From an optimization exercise on the open Yosys and OpenROAD flow, aimed at small area, a short achievable clock period and few clock cycles per item; shortcuts taken in it are not production practice.
The RTL was checked by simulation tests, not by an equivalence proof against the original design.
Power and IR drop assume default switching activity.

try-amber:
## spiral
module spiral #(
  parameter DATA_WIDTH = 8,
  parameter R_WIDTH  = 3,
  parameter C_WIDTH  = 3
)
(
  input  logic                  clk,
  input  logic                  rstn,
  input  logic [R_WIDTH-1:0]    row,  
  input  logic [C_WIDTH-1:0]    col,  
  input  logic [DATA_WIDTH-1:0] data_in,
  input  logic                  data_in_valid,
  output logic                  data_in_rdy,
  output logic [DATA_WIDTH-1:0] data_out,
  output logic                  data_out_valid,
  input  logic                  data_out_rdy
);
  localparam int N = 7;
  localparam logic [N-1:0] LO = 7'b0000001;    
  localparam logic [N-1:0] HI = 7'b1000000;    
  function automatic logic [N-1:0] rev(input logic [N-1:0] x);
    for (int k = 0; k < N; k++) rev[k] = x[N-1-k];
  endfunction
  function automatic logic [N-1:0] dec1(input logic [2:0] x);
    dec1 = '0;
    for (int k = 0; k < N; k++) if (x == 3'(k + 1)) dec1[k] = 1'b1;
  endfunction
  logic [DATA_WIDTH-1:0] mem [0:N-1][0:N-1];
  logic [N*N-1:0]        full;
  function automatic logic full_at(input logic [N-1:0] r, input logic [N-1:0] c,
                                   input logic [N*N-1:0] f);
    logic [N-1:0] hit;
    for (int i = 0; i < N; i++) hit[i] = r[i] && |(f[i*N +: N] & c);
    full_at = |hit;
  endfunction
  function automatic logic same(input logic [N-1:0] r0, input logic [N-1:0] c0,
                                input logic [N-1:0] r1, input logic [N-1:0] c1);
    same = |(r0 & r1) && |(c0 & c1);
  endfunction
  logic [N-1:0] wrow, wcol;
  ...
Size in the first run: roughly 510 flip-flops, ~28 I/O pins.
clock: 7.0 ns
lec_check: 0
cap_margin: 20
core_margin: 2
core_utilization: 65
setup_slack_margin: 4.5
slew_margin: 20
run.sh (not shown) runs the stock make flow with config.mk's settings and CLKGATE_MAP_FILE= SYNTH_SCRIPT=/design/flow/synth_recipe.tcl, a recipe that flattens the netlist after the stock synthesis.
Testbench counts of try-amber, summed over its fixed seeds: cycles 9,515, items 8,134.
The following lists how try-umber was set up differently from try-amber:
Settings: CTS_BUF_LIST newly set to sky130_fd_sc_hd__clkbuf_4 sky130_fd_sc_hd__clkbuf_8; CORE_UTILIZATION changed from 65 to 50.
==> comparison <==
try-umber has H-tree depth above what try-amber had.
try-amber reports its class of the most critical setup path as reg -> reg while try-umber reports reg -> out.
Re final instance area: try-umber is about 0.7% down on try-amber.
[diff] total power, try-umber relative to try-amber: improvement
Compared to try-amber, the routing of try-umber uses more wire.
try-umber: share of power burned in the clock network is 1.8 points lower than what try-amber reported.
Relative to try-amber, the total of plain and repair buffers excluding clock buffers of try-umber is lower by 13.
try-amber reports its critical-path cell with the highest stage delay as a222oi_1 while try-umber reports edfxtp_1.
Relative to try-amber, global-route usage decreased by 7.4 points in try-umber.
Sort try-amber and try-umber by flip-flop and latch share of the layout cell area asc -> top: try-amber
[inputs] try-tundra vs try-umber
Settings: CTS_BUF_LIST no longer set, was sky130_fd_sc_hd__clkbuf_4 sky130_fd_sc_hd__clkbuf_8.
try-tundra finished all stages; the layout is clean.
try-tundra and try-umber ended up with roughly the same hold-fix buffer count after cts.
Per-cell via count in the routed design: try-tundra > try-umber
[try-tundra vs try-umber] sum of buffers and inverters on the critical path: higher in try-tundra
Any difference in global-route met2 utilization between try-umber and try-tundra is small enough to ignore.
Re final cell area excluding filler cells: try-umber was lower than try-tundra.
The run showing the greater non-clock buffer count is try-umber.


## v46
The RTL this note starts from:
==> flow/design.v <==
module spiral #(
  parameter DATA_WIDTH = 8,
  parameter R_WIDTH  = 3,
  parameter C_WIDTH  = 3
)
(
  input  logic                  clk,
  input  logic                  rstn,
  input  logic [R_WIDTH-1:0]    row,  
  input  logic [C_WIDTH-1:0]    col,  
  input  logic [DATA_WIDTH-1:0] data_in,
  input  logic                  data_in_valid,
  output logic                  data_in_rdy,
  output logic [DATA_WIDTH-1:0] data_out,
  output logic                  data_out_valid,
  input  logic                  data_out_rdy
);
  localparam int N = 7;
  localparam logic [N-1:0] LO = 7'b0000001;    
  localparam logic [N-1:0] HI = 7'b1000000;    
  function automatic logic [N-1:0] rev(input logic [N-1:0] x);
    for (int k = 0; k < N; k++) rev[k] = x[N-1-k];
  endfunction
  function automatic logic [N-1:0] dec1(input logic [2:0] x);
    dec1 = '0;
    for (int k = 0; k < N; k++) if (x == 3'(k + 1)) dec1[k] = 1'b1;
  endfunction
  logic [DATA_WIDTH-1:0] mem [0:N-1][0:N-1];
  logic [N*N-1:0]        full;
  function automatic logic full_at(input logic [N-1:0] r, input logic [N-1:0] c,
                                   input logic [N*N-1:0] f);
    logic [N-1:0] hit;
    for (int i = 0; i < N; i++) hit[i] = r[i] && |(f[i*N +: N] & c);
    full_at = |hit;
  endfunction
  function automatic logic same(input logic [N-1:0] r0, input logic [N-1:0] c0,
                                input logic [N-1:0] r1, input logic [N-1:0] c1);
    same = |(r0 & r1) && |(c0 & c1);
  endfunction
  logic [N-1:0] wrow, wcol;
  logic         wo;
  logic         wfire, w_eor, w_eom, first_w;
  logic         up;             
  assign wfire   = data_in_valid && data_in_rdy;
  logic eor_q, lr_q;
  assign first_w = wo ? (wrow[N-1] && wcol[N-1]) : (wrow[0] && wcol[0]);
  assign w_eor   = first_w ? (col == 3'd1) : eor_q;
  assign w_eom   = w_eor && (first_w ? (row == 3'd1) : lr_q);
  logic [N-1:0] a_col, b_row, b_col, c_rc;
  assign a_col = wo ? (wcol >> 1) : (wcol << 1);
  assign b_row = wo ? (wrow >> 1) : (wrow << 1);
  logic a_eor, b_lr;        
  assign a_eor = |((wo ? rev(a_col) : a_col) & dec1(col));
  assign b_lr  = |((wo ? rev(b_row) : b_row) & dec1(row));
  assign b_col = wo ? HI : LO;
  assign c_rc  = wo ? LO : HI;
  localparam logic [1:0] D_R = 2'd0, D_D = 2'd1, D_L = 2'd2, D_U = 2'd3;
  logic         ract, ro, rok;
  logic [N-1:0] rrow, rcol;
  logic [1:0]   rdir;
  logic [2:0]   cnt, hn, vn;    
  logic         rfire, seg_end, rdone;
  logic r_wcur, byp, rav;
  assign r_wcur  = ract && same(wrow, wcol, rrow, rcol);
  assign byp     = !rok && wfire && r_wcur;
  assign rav     = rok || byp;
  assign rfire   = rav && (!data_out_valid || data_out_rdy);
  assign seg_end = (cnt == 3'd1);
  assign rdone   = seg_end && (rdir[0] ? (hn == 3'd1) : (vn == 3'd1));
  logic [1:0]   ndir;
  logic [N-1:0] adv_row, adv_col;
  always_comb begin
    ndir = seg_end ? rdir + 2'd1 : rdir;
    adv_row = rrow; adv_col = rcol;
    case (ndir)
      D_R: adv_col = ro ? (rcol >> 1) : (rcol << 1);
      D_D: adv_row = ro ? (rrow >> 1) : (rrow << 1);
      D_L: adv_col = ro ? (rcol << 1) : (rcol >> 1);
      default: adv_row = ro ? (rrow << 1) : (rrow >> 1);
    endcase
  end
  logic [5:0] qs [0:1];
  logic         ro_s;
  logic [N-1:0] s_rc;
  logic         start_ok;
  logic [5:0]   rshape;
  assign ro_s     = ract ? ~ro : ro;
  assign s_rc     = ro_s ? HI : LO;
  logic rc_cur, rc_a, rc_b, rc_c;      
  assign rc_cur = rfire && same(rrow, rcol, wrow, wcol);
  assign rc_a   = rfire && same(rrow, rcol, wrow, a_col);
  assign rc_b   = rfire && same(rrow, rcol, b_row, b_col);
  assign rc_c   = rfire && same(rrow, rcol, c_rc, c_rc);
  logic fcol_lo, fcol_hi;
  logic w_f_a, w_f_b, w_f_c, w_busy_n;
  assign w_f_a = full_at(wrow, a_col, full) && !rc_a;
  assign w_f_b = full_at(b_row, b_col, full) && !rc_b;
  assign w_f_c = (full_at(c_rc, c_rc, full) && !rc_c) ||
                 (same(wrow, wcol, c_rc, c_rc) && !(byp && rfire));
  always_comb begin
    if (!wfire)      w_busy_n = !data_in_rdy && up && !rc_cur;
    else if (!w_eor) w_busy_n = w_f_a;
    else if (!w_eom) w_busy_n = w_f_b;
    else             w_busy_n = w_f_c;
  end
  logic [N-1:0] frow, fcol;
  always_comb
    for (int k = 0; k < N; k++) begin
      frow[k] = 1'b0; fcol[k] = 1'b0;
      for (int i = 0; i < N; i++) begin
        frow[k] = frow[k] | (rrow[i] && full[i*N + k]);
        fcol[k] = fcol[k] | (rcol[i] && full[k*N + i]);
      end
    end
  logic r_f_adv, r_f_s;
  assign r_f_adv = (ndir[0] ? |(fcol & adv_row) : |(frow & adv_col)) ||
                   (wfire && same(wrow, wcol, adv_row, adv_col));
  logic r_full_s;
  assign r_full_s = full_at(s_rc, s_rc, full);
  assign r_f_s    = r_full_s || (wfire && same(wrow, wcol, s_rc, s_rc));
  assign start_ok = r_f_s;
  assign rshape   = r_full_s ? qs[ro_s] : {row, col};
  always_ff @(posedge clk or negedge rstn) begin
    if (!rstn) begin
      wrow <= LO; wcol <= LO; wo <= 1'b0;
      eor_q <= 1'b0; lr_q <= 1'b0;
      data_in_rdy <= 1'b0;
      up <= 1'b0;
      ract <= 1'b0; ro <= 1'b0; rok <= 1'b0;
      data_out_valid <= 1'b0;
      full <= '0;
    end else begin
      data_in_rdy <= !w_busy_n;
      up <= 1'b1;
      if (wfire) begin
        if (!w_eor) begin
          wcol <= a_col;
          eor_q <= a_eor;
          if (first_w) lr_q <= (row == 3'd1);
        end else if (!w_eom) begin
          wrow <= b_row; wcol <= b_col;
          eor_q <= (col == 3'd1);
          lr_q <= b_lr;
        end else begin
          wrow <= c_rc; wcol <= c_rc; wo <= ~wo;
        end
      end
      if (!ract || (rfire && rdone)) begin
        if (ract) ro <= ~ro;
        ract <= start_ok;
        rok  <= start_ok;
      end else if (rfire) begin
        rok  <= r_f_adv;
      end else begin
        rok <= rav;
      end
      if (rfire) data_out_valid <= 1'b1;
      else if (data_out_rdy) data_out_valid <= 1'b0;
      for (int i = 0; i < N; i++)
        for (int j = 0; j < N; j++) begin
          if (rfire && rrow[i] && rcol[j]) full[i*N+j] <= 1'b0;
          else if (wfire && wrow[i] && wcol[j]) full[i*N+j] <= 1'b1;
        end
    end
  end
  always_ff @(posedge clk) begin
    if (wfire && first_w) qs[wo] <= {row, col};
    if (!ract || (rfire && rdone)) begin
      rdir <= D_R;
      cnt  <= rshape[2:0];
      hn   <= rshape[2:0];
      vn   <= rshape[5:3];
      rrow <= s_rc; rcol <= s_rc;
    end else if (rfire) begin
      rdir <= ndir;
      if (seg_end) begin
        if (rdir[0]) begin cnt <= hn - 3'd1; hn <= hn - 3'd1; end
        else         begin cnt <= vn - 3'd1; vn <= vn - 3'd1; end
      end else cnt <= cnt - 3'd1;
      rrow <= adv_row; rcol <= adv_col;
    end
  end
  logic [DATA_WIDTH-1:0] colv [0:N-1];
  logic [DATA_WIDTH-1:0] rdata;
  always_comb begin
    for (int j = 0; j < N; j++) begin
      colv[j] = '0;
      for (int i = 0; i < N; i++) colv[j] = colv[j] | (mem[i][j] & {DATA_WIDTH{rrow[i]}});
    end
    rdata = '0;
    for (int j = 0; j < N; j++) rdata = rdata | (colv[j] & {DATA_WIDTH{rcol[j]}});
  end
  always_ff @(posedge clk) begin
    for (int i = 0; i < N; i++)
      for (int j = 0; j < N; j++)
        if (wfire && wrow[i] && wcol[j]) mem[i][j] <= data_in;
    if (rfire) data_out <= rok ? rdata : data_in;
  end
endmodule
make LEC_CHECK=0 CAP_MARGIN=20 CORE_MARGIN=2 CORE_UTILIZATION=50 CTS_CLUSTER_DIAMETER=100 CTS_CLUSTER_SIZE=24 PLACE_DENSITY=0.7 SETUP_SLACK_MARGIN=4.5 SLEW_MARGIN=20 finish   # period 7.0 ns
Testbench counts of v46, summed over its fixed seeds: cycles 9,408, items 8,134.
Modified inputs, v49 compared to v46
Settings: CTS_CLUSTER_SIZE: 24 -> unset; CTS_CLUSTER_DIAMETER: 100 -> unset; PLACE_DENSITY: 0.7 -> unset.
==> comparison <==
v46 and v49 all finish clean. The maximum clock frequency of v49 is lower than that of v46. v46 → v49: global-route usage shows an increase of 1.4 points; internal power rose 890 uW; final hold slack level. Re switching part of the total power: v46 was higher than v49. Worst setup slack, v46 and v49: higher on v46. Changes observed in v49 relative to v46: last weighted congestion value of the routability-driven placer down about 1.6%; cell count up about 2.4%.
Changes in v15 relative to v49:
Settings: setting CTS_CLUSTER_DIAMETER to 80 for the first time; setting CTS_CLUSTER_SIZE to 20 for the first time.
### Flow results
- Count of placed standard cells in the final layout, fillers left out (v15 over v49): decrease, 2.0%
- The lower largest stage delay on the critical path came out of v49.
- v49 → v15: first-pass iteration count of the detailed router decreased by 1 relative to the old numbers; final area -about 3.5%; final design utilization down 2.0 points.
- Cmp v15 and v49 / CTS H-tree depth / lower: v15
- First-iteration DRC count: v15 better than v49
- As of v15, total power had fallen by a little under 10% compared to v49.
- The higher part of the power in combinational logic of v15 and v49 is in v15.
- Type of the worst setup path: reg -> reg -> v15, reg -> out -> v49
- v15 ends up with a via count that is 303 lower than in v49.

-- static timing again, ports no longer ideal --
No port has a modelled driver above. Below, the same layouts with a new extraction and two added sets of constraints. Step 1 assumes that a clkbuf_16 drives the clock port and a buf_2 every other input. Step 2 adds t to the input delays and takes it off the output delays; t is the mean of the earliest and latest rising clock arrival at the registers after step 1. Input paths then give back, and output paths get back, about the clock's delay inside the block. Three values: ideal, step 1, step 2; two values: the first two.
run | shift t [ns] | setup WS [ns] | worst setup path after step 2
try-amber | 0.613 | 4.358 / 4.358 / 3.915 | input to register
try-umber | 0.689 | 4.351 / 4.300 / 3.876 | input to register
try-tundra | 0.656 | 4.333 / 4.333 / 3.850 | input to register
v46 | 0.615 | 4.407 / 4.357 / 3.942 | input to register
v49 | 0.651 | 4.389 / 4.334 / 3.840 | input to register
v15 | 0.653 | 4.308 / 4.308 / 3.785 | input to register
After both steps setup and hold are still met in every run listed. The setup slack of v49, which loses most, moves by -0.055 ns with the drivers and by -0.549 ns with both steps.
